This design comes from an exercise in tuning for small area on the open sky130 flow, not from production work.
RTL that was checked went through simulation tests only; none was proved equivalent to the original.
Power is estimated from default activity; no workload was simulated.

== lagoon ==
// Pipeline_CPU
module Pipeline_CPU(
    input clk,
    input rst,
    input[31:0] Data_in,
    input[31:0] inst_IF,
    output[31:0] PC_out_IF,
    output[31:0] PC_out_ID,
    output[31:0] inst_ID,
    output[31:0] PC_out_EX,
    output       MemRW_Ex,
    output       MemRW_Mem,
    output[31:0] Addr_out,
    output[31:0] Data_out,
    output[31:0] Data_out_WB
);
Size in the first run: roughly 4600 cells after synthesis, about 0.057 mm^2 of cells after synthesis.
export LEC_CHECK = 0
export CAP_MARGIN = 20
export CORE_MARGIN = 2
export CORE_UTILIZATION = 65
export GPL_TIMING_DRIVEN = 1
export PLACE_DENSITY = 0.75
export SLEW_MARGIN = 20
export SYNTH_HIERARCHICAL = 1
create_clock -name core_clock -period 6.3 [get_ports {clk}]
standard.sh (not shown) runs the stock make flow with config.mk's settings and CLKGATE_MAP_FILE= SYNTH_SCRIPT=/design/flow/synth_recipe.tcl, a recipe that flattens the netlist after the stock synthesis.
==> flow/flow/run.sh <==
#!/bin/bash
# Layout flow: the standard flow (standard.sh) with these changes:
#  - the port buffers are the smallest buffer cell (buf_1);
#  - the clock tree is built from clkbuf_8, with clkbuf_4 driving
#    clusters of at most 9 sinks, without dummy loads;
#  - the larger buffers (buf_6 and up) are not used, so that repair
#    buffers the high-fanout nets with small buffers;
#  - the buffers synthesis made are removed before placement
#    (REMOVE_ABC_BUFFERS), as the standard flow's timing-driven
#    placement would.
# Each step's full log is under orfs/logs; standard.sh's own output goes
# to standard.log.
set -e
PLATFORM_DONT_USE="$(sed -n '/^export DONT_USE_CELLS += /,/^#/p' $FLOW_HOME/platforms/sky130hd/config.mk | grep -o 'sky130_fd_sc_hd__[a-z0-9_]*' | tr '\n' ' ')"
EXTRA_DONT_USE="sky130_fd_sc_hd__buf_6 sky130_fd_sc_hd__buf_8 sky130_fd_sc_hd__buf_12 sky130_fd_sc_hd__buf_16 sky130_fd_sc_hd__bufbuf_8 sky130_fd_sc_hd__bufbuf_16"
export BUFFER_PORTS_ARGS="-buffer_cell sky130_fd_sc_hd__buf_1"
export CTS_ARGS="-sink_clustering_enable -repair_clock_nets -buf_list sky130_fd_sc_hd__clkbuf_8 -sink_clustering_buffer sky130_fd_sc_hd__clkbuf_4 -sink_clustering_size 9 -sink_clustering_max_diameter 35 -dont_use_dummy_load"
bash standard.sh "DONT_USE_CELLS=$PLATFORM_DONT_USE $EXTRA_DONT_USE" REMOVE_ABC_BUFFERS=1 finish > standard.log 2>&1
Input changes introduced in indigo (baseline for comparison: lagoon):
-- flow/config.mk --
<<< lagoon, line 12
export PLACE_DENSITY = 0.75
>>> indigo, line 12
Per the comparison of indigo with lagoon, cell count closely matched the old numbers, first-iteration DRC count +about 1.8%, total power held, worst-case setup slack after placement rose by 25 ps.
Looking at indigo and lagoon, the power share of the clock group is a wash.
Die outline height: indigo vs lagoon identical
Re number of antenna violations at the first check in global routing: lagoon was higher than indigo.
The count of clock-buffer cells in the layout in indigo sits about 1% below the value recorded for lagoon.
Sequential share of the synthesized area: indigo vs lagoon identical
Per the comparison of indigo with lagoon, global-route usage ~0 delta, power drawn by the clock network did not really move.
Here is what was changed in the inputs of ember compared with indigo.
-- flow/config.mk --
<<< indigo, line 10
export CORE_UTILIZATION = 65
>>> ember, line 10
export CORE_UTILIZATION = 67
## What came out
ember has completed all stages; timing, DRC and antenna checks passed.
ember vs indigo: filler cell count down
Amount of wire on met2 after detailed routing of ember exceeds that of indigo slightly.
Compared indigo against ember; power density normalized to cell area within noise.
Compared with indigo, in ember total power consumption of the routed design level; starting density of the core has increased; share of the cycle needed by the critical path after routing saw an increase; share of final-layout standard cells stronger than drive strength 1 climbed 0.34 points.
[compare] base=indigo new=ember: sequential share of layout area roughly the same; sequential power roughly the same.


Setup of run A:
Another version of the RTL of Pipeline_CPU (not shown whole).
Size: roughly 4900 cells after synthesis, about 290 I/O pins, roughly 59000 µm² of cells after synthesis.
clock: 6.3 ns
lec_check: 0
cap_margin: 20
core_margin: 2
core_utilization: 60
gpl_timing_driven: 0
slew_margin: 20
synth_hierarchical: 1
==> flow/flow/run.sh <==
#!/bin/bash
# Layout flow: the standard flow (standard.sh) with these changes:
#  - the port buffers are the smallest buffer cell (buf_1);
#  - the clock tree is built from clkbuf_8, with clkbuf_4 driving
#    clusters of at most 10
#    sinks, without dummy loads;
#  - the larger buffers (buf_6 and up) are not used, so that repair
#    buffers the high-fanout nets with small buffers;
#  - the buffers synthesis made are removed before placement
#    (REMOVE_ABC_BUFFERS), as the standard flow's timing-driven
#    placement would.
# Each step's full log is under orfs/logs; standard.sh's own output goes
# to standard.log.
set -e
PLATFORM_DONT_USE="$(sed -n '/^export DONT_USE_CELLS += /,/^#/p' $FLOW_HOME/platforms/sky130hd/config.mk | grep -o 'sky130_fd_sc_hd__[a-z0-9_]*' | tr '\n' ' ')"
EXTRA_DONT_USE="sky130_fd_sc_hd__buf_6 sky130_fd_sc_hd__buf_8 sky130_fd_sc_hd__buf_12 sky130_fd_sc_hd__buf_16 sky130_fd_sc_hd__bufbuf_8 sky130_fd_sc_hd__bufbuf_16"
export BUFFER_PORTS_ARGS="-buffer_cell sky130_fd_sc_hd__buf_1"
export CTS_ARGS="-sink_clustering_enable -repair_clock_nets -buf_list sky130_fd_sc_hd__clkbuf_8 -sink_clustering_buffer sky130_fd_sc_hd__clkbuf_4 -sink_clustering_size 10 -sink_clustering_max_diameter 40 -dont_use_dummy_load"
bash standard.sh "DONT_USE_CELLS=$PLATFORM_DONT_USE $EXTRA_DONT_USE" REMOVE_ABC_BUFFERS=1 finish > standard.log 2>&1
Relative to run A, the following input files were edited for run B:
==> flow/flow/run.sh <==
#!/bin/bash
# Layout flow: the standard flow (standard.sh) with these changes:
#  - the port buffers are the smallest buffer cell (buf_1);
#  - the clock tree is built from clkbuf_8 in clusters of at most 16
#    sinks, without dummy loads;
#  - the larger buffers (buf_6 and up) are not used, so that repair
#    buffers the high-fanout nets with small buffers;
#  - the buffers synthesis made are removed before placement
#    (REMOVE_ABC_BUFFERS), as the standard flow's timing-driven
#    placement would.
# Each step's full log is under orfs/logs; standard.sh's own output goes
# to standard.log.
set -e
PLATFORM_DONT_USE="$(sed -n '/^export DONT_USE_CELLS += /,/^#/p' $FLOW_HOME/platforms/sky130hd/config.mk | grep -o 'sky130_fd_sc_hd__[a-z0-9_]*' | tr '\n' ' ')"
EXTRA_DONT_USE="sky130_fd_sc_hd__buf_6 sky130_fd_sc_hd__buf_8 sky130_fd_sc_hd__buf_12 sky130_fd_sc_hd__buf_16 sky130_fd_sc_hd__bufbuf_8 sky130_fd_sc_hd__bufbuf_16"
export BUFFER_PORTS_ARGS="-buffer_cell sky130_fd_sc_hd__buf_1"
export CTS_ARGS="-sink_clustering_enable -repair_clock_nets -buf_list sky130_fd_sc_hd__clkbuf_8 -sink_clustering_size 16 -sink_clustering_max_diameter 50 -dont_use_dummy_load"
bash standard.sh "DONT_USE_CELLS=$PLATFORM_DONT_USE $EXTRA_DONT_USE" REMOVE_ABC_BUFFERS=1 finish > standard.log 2>&1
Findings:
The worst slack on hold paths on run B is in line with that on run A.
Run B against run A: total power now sits higher, setup slack of the critical path after layout increased by 37 ps relative to the old numbers, clock power share shows an increase of 2.0 points, met2 layer wire length in the routed design decreased about 0.5%.
No run of this note included a check of the RTL's function; only the layout flow was run.


Another version of the RTL of Pipeline_CPU (not shown whole).
Size: about 4900 cells after synthesis, about 290 I/O pins, about 58000 um^2 of cells after synthesis.
// Pipeline_CPU
module Pipeline_CPU(
    input clk,
    input rst,
    input[31:0] Data_in,
    input[31:0] inst_IF,
    output[31:0] PC_out_IF,
    output[31:0] PC_out_ID,
    output[31:0] inst_ID,
    output[31:0] PC_out_EX,
    output       MemRW_Ex,
    output       MemRW_Mem,
    output[31:0] Addr_out,
    output[31:0] Data_out,
    output[31:0] Data_out_WB
);
clock: 6.3 ns
lec_check: 0
cap_margin: 20
core_margin: 2
core_utilization: 60
gpl_timing_driven: 0
slew_margin: 20
synth_hierarchical: 1
==> flow/flow/run.sh <==
#!/bin/bash
# Layout flow: the standard flow (standard.sh) with these changes:
#  - the port buffers are the smallest buffer cell (buf_1);
#  - the clock tree is built from clkbuf_8, with clkbuf_4 driving
#    clusters of at most 8
#    sinks, without dummy loads;
#  - the larger buffers (buf_6 and up) are not used, so that repair
#    buffers the high-fanout nets with small buffers;
#  - the buffers synthesis made are removed before placement
#    (REMOVE_ABC_BUFFERS), as the standard flow's timing-driven
#    placement would.
# Each step's full log is under orfs/logs; standard.sh's own output goes
# to standard.log.
set -e
PLATFORM_DONT_USE="$(sed -n '/^export DONT_USE_CELLS += /,/^#/p' $FLOW_HOME/platforms/sky130hd/config.mk | grep -o 'sky130_fd_sc_hd__[a-z0-9_]*' | tr '\n' ' ')"
EXTRA_DONT_USE="sky130_fd_sc_hd__buf_6 sky130_fd_sc_hd__buf_8 sky130_fd_sc_hd__buf_12 sky130_fd_sc_hd__buf_16 sky130_fd_sc_hd__bufbuf_8 sky130_fd_sc_hd__bufbuf_16"
export BUFFER_PORTS_ARGS="-buffer_cell sky130_fd_sc_hd__buf_1"
export CTS_ARGS="-sink_clustering_enable -repair_clock_nets -buf_list sky130_fd_sc_hd__clkbuf_8 -sink_clustering_buffer sky130_fd_sc_hd__clkbuf_4 -sink_clustering_size 8 -sink_clustering_max_diameter 35 -dont_use_dummy_load"
bash standard.sh "DONT_USE_CELLS=$PLATFORM_DONT_USE $EXTRA_DONT_USE" REMOVE_ABC_BUFFERS=1 finish > standard.log 2>&1
The baseline ran to the end with no violations.
Then changed:
--- a/flow/config.mk
+++ b/flow/config.mk
@@ -10,4 +10,5 @@
 export CORE_UTILIZATION = 60
 export GPL_TIMING_DRIVEN = 0
+export SETUP_SLACK_MARGIN = 0.05
 export SLEW_MARGIN = 20
 export SYNTH_HIERARCHICAL = 1
What happened:
- count of clock-buffer cells in the layout does not change
- register-to-register slack gains 0.04 ns
- routed wire length barely changes
- cell count stays the same
- core utilization hardly moves
- final area is about the same
- power is about the same
Function was not checked in any run of this note: the RTL went through the layout flow alone.

==> separate check: timing with driven ports <==
No port has a modelled driver above. Below, the same layouts with a new extraction and two added sets of constraints. Step 1 sets driving cells, clkbuf_16 on the clock port and buf_2 on the other inputs (assumed; they add their load-dependent delay and slew). Step 2 adds t to the input delays and takes it off the output delays; t is the mean of the earliest and latest rising clock arrival at the registers after step 1. Input paths then give back, and output paths get back, about the clock's delay inside the block. Three values: ideal, step 1, step 2; two values: the first two.
| run | shift t [ns] | slack for setup (ns) | worst setup path at the end |
|---|---|---|---|
| lagoon | 0.957 | 0.211 / 0.136 / 0.256 | register to register |
| indigo | 0.935 | 0.189 / 0.109 / 0.268 | register to register |
| ember | 0.938 | 0.149 / 0.070 / 0.222 | register to register |
| run A | 0.922 | 0.128 / 0.052 / 0.253 | register to register |
| run B | 0.908 | 0.165 / 0.093 / 0.261 | register to register |
| the first run of note 3 | 0.929 | 0.204 / 0.129 / 0.209 | register to register |
| the second run of note 3 | 0.934 | 0.250 / 0.186 / 0.250 | register to register |
After both steps setup and hold are still met in every run listed.
